This is an optimization exercise on Yosys and OpenROAD, whose aim is small area and a short achievable clock period, not a production implementation.
At most, simulation tests tie the RTL to the original design; equivalence was not proved.
No functional check of the RTL was part of run 1.
No activity file was given, so power comes from the tool's default toggle rates.

## flow/design.v (module list and top-level ports; edited modules follow where they fit)
// module mk_mac: 961 lines
module mk_mac(CLK,
	      RST_N,
	      put_inp_A_a,
	      EN_put_inp_A,
	      RDY_put_inp_A,
	      put_inp_B_b,
	      EN_put_inp_B,
	      RDY_put_inp_B,
	      put_inp_C_c,
	      EN_put_inp_C,
	      RDY_put_inp_C,
	      put_inp_sel_sel,
	      EN_put_inp_sel,
	      RDY_put_inp_sel,
	      get_mac_op,
	      RDY_get_mac_op);
  // ...
==> flow/flow/run.sh <==
#!/bin/bash
# Standard synthesis, then the standard layout steps with faster port
# buffers and a tighter timing-repair target.
set -e
bash standard.sh synth > synth.log 2>&1
bash standard.sh "BUFFER_PORTS_ARGS=-buffer_cell sky130_fd_sc_hd__buf_2" SETUP_SLACK_MARGIN=6 finish > layout.log 2>&1
==> flow/standard.sh <==
#!/bin/bash
# synth_recipe.tcl (not shown) runs the flow's synth.tcl, then flattens the netlist and writes it again
# the make line also repeats each setting of config.mk as NAME=value (left out here)
make -C /OpenROAD-flow-scripts/flow DESIGN_CONFIG=/design/flow/config.mk WORK_HOME=/design/flow/orfs CLKGATE_MAP_FILE= SYNTH_SCRIPT=/design/flow/synth_recipe.tcl "${@:-finish}"
==> flow/config.mk <==
export PLATFORM = sky130hd
export DESIGN_NAME = mk_mac
export DESIGN_NICKNAME = mk_mac
export VERILOG_FILES = /design/flow/design.v
export SDC_FILE = /design/flow/constraint.sdc
export NUM_CORES = 8
export LEC_CHECK = 0
export ABC_AREA = 1
export CAP_MARGIN = 20
export CORE_MARGIN = 2
export CORE_UTILIZATION = 65
export CTS_CLUSTER_DIAMETER = 100
export CTS_CLUSTER_SIZE = 30
export PLACE_DENSITY = 0.75
export SLEW_MARGIN = 20
==> flow/constraint.sdc <==
create_clock -name core_clock -period 9.0 [get_ports {CLK}]
set_input_delay 1.8000 -clock core_clock [delete_from_list [all_inputs] [get_ports {CLK}]]
set_output_delay 1.8000 -clock core_clock [all_outputs]
set_load 0.01 [all_outputs]
==> impl_metrics.json, run 1 <==
{
  "synth_fa_ha_area_share_pct": 9.29,
  "wl_met1_um": 23900,
  "startpoint": "rg_A[1]$_DFFE_PP_",
  "post_cts_buffers": 0,
  "yosys_register_bits": 645,
  "drive_above_1_share_pct": 7.69,
  "buffer_area_share_pct": 2.49,
  "busiest_layer": "met2",
  "path_depth": 9,
  "post-dp-hpwl_um": 42200,
  "portBuffers": 102,
  "comb_power_share_pct": 35.4,
  "taps": 525,
  "reg2reg_slack_ns": 6.09,
  "final_cell_mix": "747 x nand2_1, 542 x dfxtp_1, 347 x inv_1, 201 x nand3_1, 187 x nor2_1",
  "period_share_pct": 32.3,
  "grtUsageTotal_pct": 26.4,
  "area_delta_synth_final_pct": 6.34,
  "hp-class": "reg2reg",
  "status": "no timing/DRC/antenna violations",
  "internal_power_mw": 5.19,
  "crit_buf_inv": 4,
  "cap_viol_max_count": 0,
  "slowest_delay_ns": 0.54,
  "yosys-top-cells-count": "747 x nand2_1, 549 x dfxtp_1, 350 x inv_1",
  "hold_viol": 0,
  "htreeDepth": 1,
  "nFlopsAndLatches": 645,
  "cts_root_buf": "clkbuf_16",
  "min_period_ns": 2.91,
  "pre_cts_slack_ns": 5.62,
  "crit_slowest_cell": "fa_1",
  "place_congestion": 0.918,
  "utilization_pct": 69.7,
  "ys_async_sr_fraction_pct": 0,
  "muxShareOfSynthArea_pct": 0.194,
  "reg2reg_to": "t0_r1[8]$_DFF_P_",
  "synth_warnings": 1,
  "crit_family": "adder cells"
}
==> run 2: changes to the inputs <==
--- a/flow/design.v
+++ b/flow/design.v
@@ -802,34 +802,35 @@
   wire lz_c86 = lz_v73 ? lz_c76 : lz_c81;
   wire lz_c87 = lz_v73 ? lz_c77 : lz_c82;
   wire lz_c88 = ~lz_v73;
   wire lz_v = lz_v83;
   wire [4:0] lz_c = {lz_c88, lz_c87, lz_c86, lz_c85, lz_c84};
   wire [4:0] lz = lz_v ? lz_c : 5'd2;
   reg        t6_s, t6_exc, t6_nan;
   reg [7:0]  t6_e;
-  reg [4:0]  t6_l;
+  reg [4:0]  t6_l, t6_ln;          
   reg [27:0] t6_m;
   always @(posedge CLK) begin
     t6_s   <= t5_s;
     t6_exc <= t5_exc;
     t6_nan <= t5_nan;
     t6_e   <= t5_e;                 
     t6_l   <= lz;
+    t6_ln  <= ~lz;
     t6_m   <= t5_m;
   end
   wire [27:0] nm = t6_m << t6_l;
   wire v6 = vld[6];
   reg        t7_s, t7_rnd;
   reg [7:0]  t7_e;
   reg [22:0] t7_f;
   always @(posedge CLK) begin
     t7_s   <= v6 & t6_s;
-    t7_e   <= ~v6 ? 8'd0 : t6_exc ? 8'd255 : t6_e + {3'b111, ~t6_l};    
+    t7_e   <= ~v6 ? 8'd0 : t6_exc ? 8'd255 : t6_e + {3'b111, t6_ln};    
     t7_f   <= ~v6 ? 23'd0 : t6_exc ? (t6_nan ? 23'h400000 : 23'd0) : nm[26:4];
     t7_rnd <= v6 & ~t6_exc & nm[3] & (nm[4] | (nm[2:0] != 3'd0));
   end
   wire ri_g1 = 1'b0 | (t7_f[1] & (t7_rnd & t7_f[0]));
   wire ri_p2 = t7_f[1] & t7_f[0];
   wire ri_g3 = 1'b0;
   wire ri_p4 = t7_f[3] & t7_f[2];
   wire ri_g5 = 1'b0;
==> flow/flow/run.sh (replaced) <==
#!/bin/bash
# Standard synthesis, then the standard layout steps with faster port
# buffers and a tighter timing-repair target.
set -e
bash standard.sh synth > synth.log 2>&1
bash standard.sh "BUFFER_PORTS_ARGS=-buffer_cell sky130_fd_sc_hd__buf_2" SETUP_SLACK_MARGIN=6.1 finish > layout.log 2>&1
==> flow/config.mk (replaced) <==
export PLATFORM = sky130hd
export DESIGN_NAME = mk_mac
export DESIGN_NICKNAME = mk_mac
export VERILOG_FILES = /design/flow/design.v
export SDC_FILE = /design/flow/constraint.sdc
export NUM_CORES = 8
export LEC_CHECK = 0
export ABC_AREA = 0
export CAP_MARGIN = 20
export CORE_MARGIN = 2
export CORE_UTILIZATION = 65
export CTS_CLUSTER_DIAMETER = 100
export CTS_CLUSTER_SIZE = 30
export PLACE_DENSITY = 0.75
export SLEW_MARGIN = 20
==> impl_metrics.json, run 2 <==
{
  "antenna_left": 0,
  "synth_ff_type": "dfxtp_1",
  "antenna_found_initial": 0,
  "insertion_delay_ns": 0.60,
  "avgViaCountPerCell": 5.45,
  "die_w_um": 200,
  "dieHeight_um": 200,
  "p_total_mw": 8.25,
  "period_share_pct": 33.5,
  "netlist.area_leader.share_pct": 44.6,
  "endpoint_kind": "register",
  "total_leakage_power_nw": 11.7,
  "final_cell_mix": "532 x dfxtp_1, 139 x inv_1, 132 x nor2_1, 125 x nand2_1, 96 x edfxtp_1",
  "ys_async_sr_fraction_pct": 0,
  "cts_tree": "built",
  "finalClockSkew_ns": 0.0276,
  "final_area_um2": 27300,
  "slew_headroom_pct": 39.4,
  "dp_cells": 2728,
  "post_drt_wl_per_cell_um": 17.8,
  "synth_top_cell_by_area": "dfxtp_1",
  "totalWireLength_um": 50300,
  "post-dp-hpwl_um": 37000,
  "grt_first_pass_wirelength_um": 78300,
  "yosys-top-cells-count": "554 x dfxtp_1, 144 x inv_1, 132 x nor2_1",
  "pre_cts_slack_ns": 5.50,
  "rows": 71,
  "start_util_pct": 66.0,
  "worst_pin_slew_ns": 0.908,
  "sw_frac_of_total_pct": 34.3,
  "p_switching_mw": 2.83,
  "status": "no timing/DRC/antenna violations",
  "cp_max_fo": 6,
  "critical_path_class": "reg2reg",
  "clockBufferDepth": 3,
  "cts_root_buf": "clkbuf_16",
  "grtUsageTotal_pct": 25.5,
  "place_congestion": 0.917,
  "arrival_ns": 3.37,
  "netlist_area_um2": 24900,
  "setup_violations": 0,
  "vias": 15400,
  "synth_edf_count": 96,
  "drv_slew": 0,
  "dr.pass1.iters": 5,
  "yosysMostFrequentCell": "dfxtp_1",
  "max_freq_mhz": 332,
  "grt_max_degree": 54,
  "drive_above_1_share_pct": 14.2,
  "cts_made_buffers": 25,
  "synth_area_leaders": "dfxtp_1 45%, edfxtp_1 12%, fa_1 4.8%",
  "fin_cells": 2822,
  "hold_viol": 0,
  "htreeDepth": 1,
  "hold_slack_ns": 0.328,
  "dieArea_um2": 39800,
  "cap_viol_max_count": 0,
  "core-area_um2": 37700,
  "clkTransAtPathRegs_ns": 0.11,
  "rsz0062_at_grt": "yes",
  "clock_sink_count": 650,
  "portBuffers": 102,
  "synth_cell_types": 72,
  "area_delta_synth_final_pct": 9.75,
  "fin_setup_tns_ns": 0,
  "power.density_nw_per_um2": 302,
  "min_period_ns": 3.02,
  "drc": 0,
  "internal_power_mw": 5.42,
  "p_clk_share_pct": 16.6,
  "syn_area_per_cell_um2": 11.4,
  "overflow": 0,
  "drt_iter0_drc": 696,
  "comb_power_share_pct": 33.8,
  "vdd_ir_drop_max_v": 0.000185,
  "utilization_pct": 72.5,
  "hp-class": "reg2reg",
  "fin_ws_ns": 5.98,
  "place_area_um2": 25800,
  "critPathRequiredTime_ns": 9.35,
  "grt_pass1_vias": 15200,
  "layout_commonest_cell": "dfxtp_1",
  "critPathLaunchType": "register",
  "netlist_instances": 2173,
  "nets": 2522,
  "top_level_ports": 108,
  "yosys_register_bits": 650,
  "p_seq_share_pct": 49.7,
  "yosysSeqAreaShare_pct": 56.2,
  "synth_warnings": 1
}
## run 2: changes by cell type in the layout (fill, tap and decap cells not counted), moves of 25 or more
cell / change
inv_1: -208
a211oi_1: +27
buf_4: +37
mux2_2: +55
mux2i_1: +64
nor3_1: +27
xnor2_1: +65
o21ai_0: -34
nor2_1: -55
nand2_1: -622
and2_1: +91
nand2b_1: +25
nand3_1: -178
nor2b_1: +33
## run 2: worst max-delay path, cell delays in order, from the launching register on
cell and delay, ns:
dfxtp_4 0.38, or4_4 0.54, nor3_4 0.23, nor3b_4 0.25, nand2_2 0.09, or3_4 0.34
or3_4 0.34, or3_4 0.34, mux2i_1 0.16, xor2_1 0.09
## run 2: path summary, 6_finish.rpt
| kind | startpoint | to | slack, ns | depth (start not counted) |
|---|---|---|---|---|
| worst max-delay path | t1_c[16]$_DFF_P_ | i8_res[31]$_DFFE_PN_ | 5.98 | 9 |
| worst min-delay path | t0_e[0]$_SDFF_PP1_ | t1_e[0]$_DFF_P_ | 0.33 | 0 |
| worst max register to register | t1_c[16]$_DFF_P_ | i8_res[31]$_DFFE_PN_ | 5.98 | 9 |
| worst min register to register | t0_e[0]$_SDFF_PP1_ | t1_e[0]$_DFF_P_ | 0.33 | 0 |
## run 2: layer usage
| layer | GRT usage, % | vias to the layer above | share of wire, % |
|---|---|---|---|
| li1 | - | 7592 | - |
| met1 | 32.5 | 7364 | 42 |
| met2 | 45.6 | 336 | 50 |
| met3 | 2.60 | 92 | 3.9 |
| met4 | 7.79 | 0 | 3.3 |
| met5 | 0 | - | 0 |
## run 2: power by group through the flow
stage	combinational, mW	clock [mW]	sequential, mW
final	2.79	1.37	4.10
after global routing	3.11	1.51	4.17
after CTS	2.70	1.40	4.08
after detailed placement	2.61	0	4.15
after global placement	2.56	0	4.13
after floorplan	2.07	0	3.93
## run 2: cell families after synthesis
group	count (synthesis)	share of synthesized area, %
flip-flops	650	56.2
multiplexers	137	6.39
AO/OA/AOI/OAI	301	7.84
adder cells (fa/ha/maj)	156	9.66
buffers and inverters	219	3.39
AND/OR/NAND/NOR	568	11.6
other	1	0.0151
XOR/XNOR	141	4.97
## run 2: final cells by class
cell class,instances,area [um2]
flip-flops and latches,650,14000
fillers,2623,10400
multi-input cells,1308,10300
repair buffers,162,1090
clock buffers,40,682
well taps,511,639
inverters,148,558
clock inverters,2,31.3
diodes,1,2.50
## run 2: what timing repair did
item,CTS,global route
gates cloned,2,0
resized for setup,33,56
buffers inserted,23,25
setup endpoints to repair,76,62
pin swaps,5,23
hold buffers,0,0

==> port drivers added, routing unchanged <==
Ports are ideal in the flow. The routed layouts listed here were re-timed in OpenROAD. Step 1: set_driving_cell puts a clkbuf_16 on CLK and a buf_2 on each other input, an assumption about the parent block. Step 2 moves the port delays by t, midway between the first and last clock arrival at a register: inputs arrive t later, outputs are due t later. That takes back most of the time a late clock gives input paths. Slacks: ideal ports / drivers / drivers and shift; pairs: ideal ports / drivers.
| run | shift t [ns] | slack for setup (ns) | slew at the worst register clock pin (ns) | worst data-port slew with drivers (ns) |
|---|---|---|---|---|
| run 1 | 0.653 | 6.092 / 6.069 / 6.092 | 0.12 / 0.12 | 0.04 |
| run 2 | 0.643 | 5.984 / 5.984 / 5.984 | 0.12 / 0.12 | 0.04 |
After both steps every run listed still meets setup and hold.
